Context: an optimization exercise on an open-source flow, tuned for small area. The choices shown serve that exercise and are no tape-out recipe. In this exercise RTL edits were held to simulation tests only and were not proved equivalent to the original. Power and IR drop assume default switching activity.

== lane 1 ==
// fifo
module fifo(input wire clk, reset, wr, rd, input wire [15:0] d_in,
            output wire full, empty, output wire [15:0] d_out);
Settings: LEC_CHECK=0, CAP_MARGIN=20, CORE_MARGIN=2, CORE_UTILIZATION=60, CTS_BUF_LIST=sky130_fd_sc_hd__clkbuf_8, CTS_CLUSTER_DIAMETER=60, CTS_CLUSTER_SIZE=20, PLACE_DENSITY=0.75, SLEW_MARGIN=20, SYNTH_HIERARCHICAL=1, SYNTH_MINIMUM_KEEP_SIZE=0; clock period 5.0 ns.
run.sh (not shown) runs the stock make flow with config.mk's settings and CLKGATE_MAP_FILE= SYNTH_SCRIPT=/design/flow/synth_recipe.tcl, a recipe that flattens the netlist after the stock synthesis.
For lane 2, these inputs were changed with respect to lane 1:
# lane 1
export LEC_CHECK = 0
export CAP_MARGIN = 20
export CORE_MARGIN = 2
export CORE_UTILIZATION = 60
export CTS_BUF_LIST = sky130_fd_sc_hd__clkbuf_8
export CTS_CLUSTER_DIAMETER = 60
export CTS_CLUSTER_SIZE = 20
export PLACE_DENSITY = 0.75
export SLEW_MARGIN = 20
export SYNTH_HIERARCHICAL = 1
export SYNTH_MINIMUM_KEEP_SIZE = 0
create_clock -name core_clock -period 5.0 [get_ports {clk}]
# lane 2
export LEC_CHECK = 0
export CAP_MARGIN = 20
export CORE_MARGIN = 2
export CORE_UTILIZATION = 60
export CTS_BUF_LIST = sky130_fd_sc_hd__clkbuf_16
export CTS_CLUSTER_DIAMETER = 80
export CTS_CLUSTER_SIZE = 35
export PLACE_DENSITY = 0.75
export SLEW_MARGIN = 20
export SYNTH_HIERARCHICAL = 1
export SYNTH_MINIMUM_KEEP_SIZE = 0
create_clock -name core_clock -period 5.0 [get_ports {clk}]
[summary]
- Between lane 2 and lane 1, routed wire length per instance is higher for lane 2, lane 1 comes in under that.
- Lane 2 gives more slack of the critical path than lane 1 did.
- Re hold slack: lane 1 was higher than lane 2.
- Taking lane 1 as the reference point, the fraction of the cycle the final worst path needs of lane 2 falls by 1.2 points.
- In the flow results for lane 2 and lane 1, the final cell count is larger on lane 1.
- Per the final summary, lane 2 finished and its layout is clean on timing, DRC and antenna.
- Buffer count from post-CTS setup fixing: lane 1 vs lane 2 identical
- NOTE: routed wire length in lane 2 falls short of that of lane 1

---

Another version of the RTL of fifo (not shown whole).
For scale: roughly 400 cells after synthesis, roughly 38 I/O pins.
export LEC_CHECK = 0
export CAP_MARGIN = 10
export CORE_MARGIN = 2
export CORE_UTILIZATION = 60
export PLACE_DENSITY = 0.75
export SLEW_MARGIN = 10
export SYNTH_HIERARCHICAL = 1
export SYNTH_MINIMUM_KEEP_SIZE = 0
create_clock -name core_clock -period 5.0 [get_ports {clk}]
standard.sh (not shown) runs the stock make flow with config.mk's settings and CLKGATE_MAP_FILE= SYNTH_SCRIPT=/design/flow/synth_recipe.tcl, a recipe that flattens the netlist after the stock synthesis.
==> flow/flow/run.sh <==
#!/bin/bash
# The standard ORFS flow (standard.sh, which also runs the standard
# synthesis), with three changes to how the layout is made:
#  - ports are buffered with the smallest buffer (buf_1) instead of the
#    default clkdlybuf4s50_1;
#  - CTS clusters about 20 registers per clkbuf_8 under a clkbuf_4 root
#    and adds no dummy loads;
#  - after placement repair, gates are sized down where timing and the
#    slew/capacitance limits allow, see post_resize.tcl and downsize.tcl.
set -euo pipefail
here=$(pwd)
export BUFFER_PORTS_ARGS="-buffer_cell sky130_fd_sc_hd__buf_1"
export CTS_ARGS="-sink_clustering_enable -repair_clock_nets -dont_use_dummy_load -buf_list sky130_fd_sc_hd__clkbuf_8 -sink_clustering_size 20 -sink_clustering_max_diameter 60 -root_buf sky130_fd_sc_hd__clkbuf_4"
export POST_RESIZE_TCL="$here/flow/post_resize.tcl"
bash standard.sh finish > "$here/flow_make.log" 2>&1
==> flow/flow/post_resize.tcl <==
# After placement repair: size gates down where timing and the slew,
# capacitance and fanout limits allow (downsize.tcl).
source [file join [file dirname [info script]] downsize.tcl]
ds_run 0.5e-9 0.1
Other scripts of this flow, unchanged in this note and not shown: flow/flow/downsize.tcl
The first run finished with timing, DRC and antenna clean.
Change:
--- a/flow/flow/post_resize.tcl
+++ b/flow/flow/post_resize.tcl
@@ -4 +4 @@
-ds_run 0.5e-9 0.1
+ds_run 0.5e-9 0.2
- CAP_MARGIN: 10 -> 20
- SLEW_MARGIN: 10 -> 20
Power does not change.
Wire length is unchanged.
Design area is unchanged.
Hold slack is unchanged.
Register-to-register slack hardly moves.

---

west:
Another version of the RTL of fifo (not shown whole).
Size in the first run: about 410 cells after synthesis, ~250 flip-flops, roughly 38 I/O pins, about 0.0086 mm^2 of cells after synthesis.
export LEC_CHECK = 0
export CAP_MARGIN = 0
export CORE_MARGIN = 2
export CORE_UTILIZATION = 60
export PLACE_DENSITY = 0.75
export SLEW_MARGIN = 0
export SYNTH_HIERARCHICAL = 1
export SYNTH_MINIMUM_KEEP_SIZE = 0
create_clock -name core_clock -period 5.0 [get_ports {clk}]
==> flow/flow/run.sh <==
#!/bin/bash
# The standard ORFS flow (standard.sh, which also runs the standard
# synthesis), with three changes to how the layout is made:
#  - ports are buffered with the smallest buffer (buf_1) instead of the
#    default clkdlybuf4s50_1;
#  - CTS clusters about 20 registers per clkbuf_8 and adds no dummy loads;
#  - after placement repair, gates are sized down where timing and the
#    slew/capacitance limits allow, see post_resize.tcl and downsize.tcl.
set -euo pipefail
here=$(pwd)
export BUFFER_PORTS_ARGS="-buffer_cell sky130_fd_sc_hd__buf_1"
export CTS_ARGS="-sink_clustering_enable -repair_clock_nets -dont_use_dummy_load -buf_list sky130_fd_sc_hd__clkbuf_8 -sink_clustering_size 20 -sink_clustering_max_diameter 60 -root_buf sky130_fd_sc_hd__clkbuf_4"
export POST_RESIZE_TCL="$here/flow/post_resize.tcl"
bash standard.sh finish > "$here/flow_make.log" 2>&1
Other scripts of this flow, unchanged in this note and not shown: flow/flow/downsize.tcl, flow/flow/post_resize.tcl
Input-level comparison between south and west:
-- flow/flow/run.sh --
<<< west, line 10
here=$(pwd)
export BUFFER_PORTS_ARGS="-buffer_cell sky130_fd_sc_hd__buf_1"
export CTS_ARGS="-sink_clustering_enable -repair_clock_nets -dont_use_dummy_load -buf_list sky130_fd_sc_hd__clkbuf_8 -sink_clustering_size 20 -sink_clustering_max_diameter 60 -root_buf sky130_fd_sc_hd__clkbuf_4"
export POST_RESIZE_TCL="$here/flow/post_resize.tcl"
bash standard.sh finish > "$here/flow_make.log" 2>&1
>>> south, line 10
here=$(pwd)
export BUFFER_PORTS_ARGS="-buffer_cell sky130_fd_sc_hd__buf_1"
export CTS_ARGS="-sink_clustering_enable -repair_clock_nets -dont_use_dummy_load -buf_list sky130_fd_sc_hd__clkbuf_8 -sink_clustering_size 20 -sink_clustering_max_diameter 60"
export POST_RESIZE_TCL="$here/flow/post_resize.tcl"
bash standard.sh finish > "$here/flow_make.log" 2>&1
[summary]
Comparing worst path setup slack after routing for south and west, the bigger number came from south.
~same logic gate share of total power in south and west
west has a higher time the final worst path needs with I/O delays and setup than south.
Fmax: south above west
south gives less vias after detailed routing than west did.
On sequential fraction of design power: south sits below west.
On global-route usage, south and west are basically level.
The via count of the first global-routing pass of south and that of west are within noise of each other.
Share of the core filled with cells: west vs south — no meaningful difference
Routed wire length: west vs south — no meaningful difference

---

violet:
Another version of the RTL of fifo (not shown whole).
Size: roughly 250 flip-flops.
export LEC_CHECK = 0
export CAP_MARGIN = 20
export CORE_MARGIN = 2
export CORE_UTILIZATION = 70
export PLACE_DENSITY = 0.85
export SLEW_MARGIN = 20
export SYNTH_HIERARCHICAL = 1
export SYNTH_MINIMUM_KEEP_SIZE = 0
create_clock -name core_clock -period 5.0 [get_ports {clk}]
==> flow/flow/run.sh <==
#!/bin/bash
# The standard ORFS flow (standard.sh, which also runs the standard
# synthesis), with three changes to how the layout is made:
#  - ports are buffered with the smallest buffer (buf_1) instead of the
#    default clkdlybuf4s50_1;
#  - CTS clusters about 20 registers per clkbuf_8 under a clkbuf_4 root
#    and adds no dummy loads;
#  - after placement repair, gates are sized down where timing and the
#    slew/capacitance limits allow, see post_resize.tcl and downsize.tcl.
set -euo pipefail
here=$(pwd)
export BUFFER_PORTS_ARGS="-buffer_cell sky130_fd_sc_hd__buf_1"
export CTS_ARGS="-sink_clustering_enable -repair_clock_nets -dont_use_dummy_load -buf_list sky130_fd_sc_hd__clkbuf_8 -sink_clustering_size 20 -sink_clustering_max_diameter 60 -root_buf sky130_fd_sc_hd__clkbuf_4"
export POST_RESIZE_TCL="$here/flow/post_resize.tcl"
bash standard.sh finish > "$here/flow_make.log" 2>&1
Other scripts of this flow, unchanged in this note and not shown: flow/flow/downsize.tcl, flow/flow/post_resize.tcl
Input-level comparison between juniper and violet:
- swapping 0.85 for 0.75 in PLACE_DENSITY
- swapping 70 for 60 in CORE_UTILIZATION
==> comparison <==
Against violet, juniper reports a highest clock rate that is higher. juniper: relative slew slack is 3.0 points higher than what violet reported. juniper ends up with a switching part of the total that is 0.29 points higher than in violet. STATUS first-pass GRT wire length: juniper wins against violet. [compare] base=violet new=juniper: maximum cell stage delay along the critical path went down; power moved up. Re sequential cell fraction of total power: juniper is 0.3 points down on violet.

---

Another version of the RTL of fifo (not shown whole).
Size in the first run: roughly 500 cells after synthesis, ~250 flip-flops, roughly 8800 sq um of cells after synthesis.
Design fifo, start of the top module:
module fifo(input wire clk, reset, wr, rd, input wire [15:0] d_in,
            output wire full, empty, output wire [15:0] d_out);
	reg [3:0] cnt;       
	reg last_re;         
	reg [239:0] sr;      
	wire we, last_re_d;
	wire [3:0] cnt_d;
	ctrl c0 (cnt, wr, rd, reset, full, empty, we, cnt_d, last_re_d);
	always @(posedge clk) begin
		cnt     <= cnt_d;
		last_re <= last_re_d;
	end
	always @(posedge clk)
		if (we) sr <= {sr[223:0], d_in};
	wire [14:0] nsel;
	dec d0 (cnt, nsel);
	genvar k, b;
	generate for (b = 0; b < 16; b = b + 1) begin : g_rd
		wire [14:0] col;
		for (k = 0; k < 15; k = k + 1) begin : g_col
			assign col[k] = sr[16*k + b];
		end
		rd_bit r (nsel, col, last_re, d_out[b]);
	end endgenerate
endmodule
Settings: LEC_CHECK=0, CAP_MARGIN=20, CORE_MARGIN=2, CORE_UTILIZATION=60, PLACE_DENSITY=0.75, SLEW_MARGIN=20, SYNTH_HIERARCHICAL=1, SYNTH_MINIMUM_KEEP_SIZE=0; clock period 5.0 ns.
==> flow/flow/run.sh <==
#!/bin/bash
# The standard ORFS flow (standard.sh, which also runs the standard
# synthesis), with three changes to how the layout is made:
#  - ports are buffered with the smallest buffer (buf_1) instead of the
#    default clkdlybuf4s50_1;
#  - CTS clusters about 20 registers per clkbuf_8 and adds no dummy loads;
#  - after placement repair, gates with positive slack are sized down
#    (repair_timing -recover_power), see post_resize.tcl.
set -euo pipefail
here=$(pwd)
export BUFFER_PORTS_ARGS="-buffer_cell sky130_fd_sc_hd__buf_1"
export CTS_ARGS="-sink_clustering_enable -repair_clock_nets -dont_use_dummy_load -buf_list sky130_fd_sc_hd__clkbuf_8 -sink_clustering_size 20 -sink_clustering_max_diameter 60"
export POST_RESIZE_TCL="$here/flow/post_resize.tcl"
bash standard.sh finish > "$here/flow_make.log" 2>&1
==> flow/flow/post_resize.tcl <==
# Size down gates that have slack to spare, then legalise.
repair_timing -recover_power 100 -verbose
detailed_placement
==> next run, changes <==
--- a/flow/flow/run.sh
+++ b/flow/flow/run.sh
@@ -10,5 +10,5 @@
 here=$(pwd)
 export BUFFER_PORTS_ARGS="-buffer_cell sky130_fd_sc_hd__buf_1"
-export CTS_ARGS="-sink_clustering_enable -repair_clock_nets -dont_use_dummy_load -buf_list sky130_fd_sc_hd__clkbuf_8 -sink_clustering_size 20 -sink_clustering_max_diameter 60"
+export CTS_ARGS="-sink_clustering_enable -repair_clock_nets -dont_use_dummy_load -buf_list sky130_fd_sc_hd__clkbuf_8 -sink_clustering_size 22 -sink_clustering_max_diameter 45"
 export POST_RESIZE_TCL="$here/flow/post_resize.tcl"
 bash standard.sh finish > "$here/flow_make.log" 2>&1
Outcome: Hold slack degrades by 0.017 ns; via count increases by 0.37%; worst setup slack got worse by 0.045 ns; area after synthesis is unchanged; non-clock buffer count stays the same; design area grows by 1.0%; final cell count went up by 0.95%; power goes up by 3.7%.

---

fifo with an RTL version that a note above also has.
Size in the first run: ~400 cells after synthesis, ~250 flip-flops, about 38 I/O pins, ~0.0086 mm^2 of cells after synthesis.
export LEC_CHECK = 0
export CAP_MARGIN = 20
export CORE_MARGIN = 2
export CORE_UTILIZATION = 70
export PLACE_DENSITY = 0.85
export SLEW_MARGIN = 20
export SYNTH_HIERARCHICAL = 1
export SYNTH_MINIMUM_KEEP_SIZE = 0
create_clock -name core_clock -period 5.0 [get_ports {clk}]
==> flow/flow/run.sh <==
#!/bin/bash
# The standard ORFS flow (standard.sh, which also runs the standard
# synthesis), with three changes to how the layout is made:
#  - ports are buffered with the smallest buffer (buf_1) instead of the
#    default clkdlybuf4s50_1;
#  - CTS clusters about 21 registers per clkbuf_8 under a clkbuf_2 root
#    and adds no dummy loads;
#  - after placement repair, gates are sized down where timing and the
#    slew/capacitance limits allow, see post_resize.tcl and downsize.tcl.
set -euo pipefail
here=$(pwd)
export BUFFER_PORTS_ARGS="-buffer_cell sky130_fd_sc_hd__buf_1"
export CTS_ARGS="-sink_clustering_enable -repair_clock_nets -dont_use_dummy_load -buf_list sky130_fd_sc_hd__clkbuf_8 -sink_clustering_size 21 -sink_clustering_max_diameter 70 -root_buf sky130_fd_sc_hd__clkbuf_2"
export POST_RESIZE_TCL="$here/flow/post_resize.tcl"
bash standard.sh finish > "$here/flow_make.log" 2>&1
Other scripts of this flow, unchanged in this note and not shown: flow/flow/downsize.tcl, flow/flow/post_resize.tcl
The starting point finished clean.
Rerun with:
==> flow/flow/run.sh (replaced) <==
#!/bin/bash
# The standard ORFS flow (standard.sh, which also runs the standard
# synthesis), with three changes to how the layout is made:
#  - ports are buffered with the smallest buffer (buf_1) instead of the
#    default clkdlybuf4s50_1;
#  - CTS clusters about 21 registers per clkbuf_8 under a clkbuf_4 root
#    and adds no dummy loads;
#  - after placement repair, gates are sized down where timing and the
#    slew/capacitance limits allow, see post_resize.tcl and downsize.tcl.
set -euo pipefail
here=$(pwd)
export BUFFER_PORTS_ARGS="-buffer_cell sky130_fd_sc_hd__buf_1"
export CTS_ARGS="-sink_clustering_enable -repair_clock_nets -dont_use_dummy_load -buf_list sky130_fd_sc_hd__clkbuf_8 -sink_clustering_size 21 -sink_clustering_max_diameter 70 -root_buf sky130_fd_sc_hd__clkbuf_4"
export POST_RESIZE_TCL="$here/flow/post_resize.tcl"
bash standard.sh finish > "$here/flow_make.log" 2>&1
What happened: The changed run ran to the end with no violations; final cell count does not change; first-iteration DRC count goes up by 1.8%; total power goes up by about 0.6%; sequential share of layout area stays flat; clock power goes up by about 3%; worst setup slack improves by 130 ps; global-route usage stays flat; final area is about the same; synthesized cell count does not change; core utilization stays flat.

==> separate check: timing with driven ports <==
Ports are ideal in the flow. The routed layouts listed here were re-timed in OpenROAD.
Step 1 assumes that a clkbuf_16 drives the clock port and a buf_2 every other input.
Step 2 moves the port delays by t, midway between the first and last clock arrival at a register: inputs arrive t later, outputs are due t later. That takes back most of the time a late clock gives input paths.
a / b / c = ideal ports / drivers / drivers and shift; a / b = the first two.
run | t (ns) | setup slack, ns | latest minus earliest clock arrival (ns) | pins driven straight from the clock port
lane 1 | 0.535 | 0.947 / 0.909 / 1.444 | 0.018 / 0.018 | 1
lane 2 | 0.499 | 1.006 / 0.964 / 1.463 | 0.022 / 0.022 | 1
the first run of note 2 | 0.629 | 0.786 / 0.749 / 1.378 | 0.039 / 0.039 | 1
the second run of note 2 | 0.629 | 0.786 / 0.749 / 1.378 | 0.039 / 0.039 | 1
west | 0.619 | 0.677 / 0.643 / 1.262 | 0.059 / 0.058 | 1
south | 0.533 | 0.784 / 0.748 / 1.281 | 0.041 / 0.042 | 1
violet | 0.609 | 1.046 / 1.011 / 1.621 | 0.037 / 0.037 | 1
juniper | 0.605 | 1.090 / 1.052 / 1.657 | 0.050 / 0.049 | 1
the first run of note 5 | 0.520 | 1.373 / 1.334 / 1.824 | 0.028 / 0.027 | 1
the second run of note 5 | 0.552 | 1.328 / 1.290 / 1.842 | 0.045 / 0.045 | 1
the first run of note 6 | 0.669 | 0.888 / 0.855 / 1.524 | 0.022 / 0.022 | 1
the second run of note 6 | 0.599 | 1.016 / 0.985 / 1.584 | 0.013 / 0.014 | 1
After both steps every run listed still meets setup and hold.
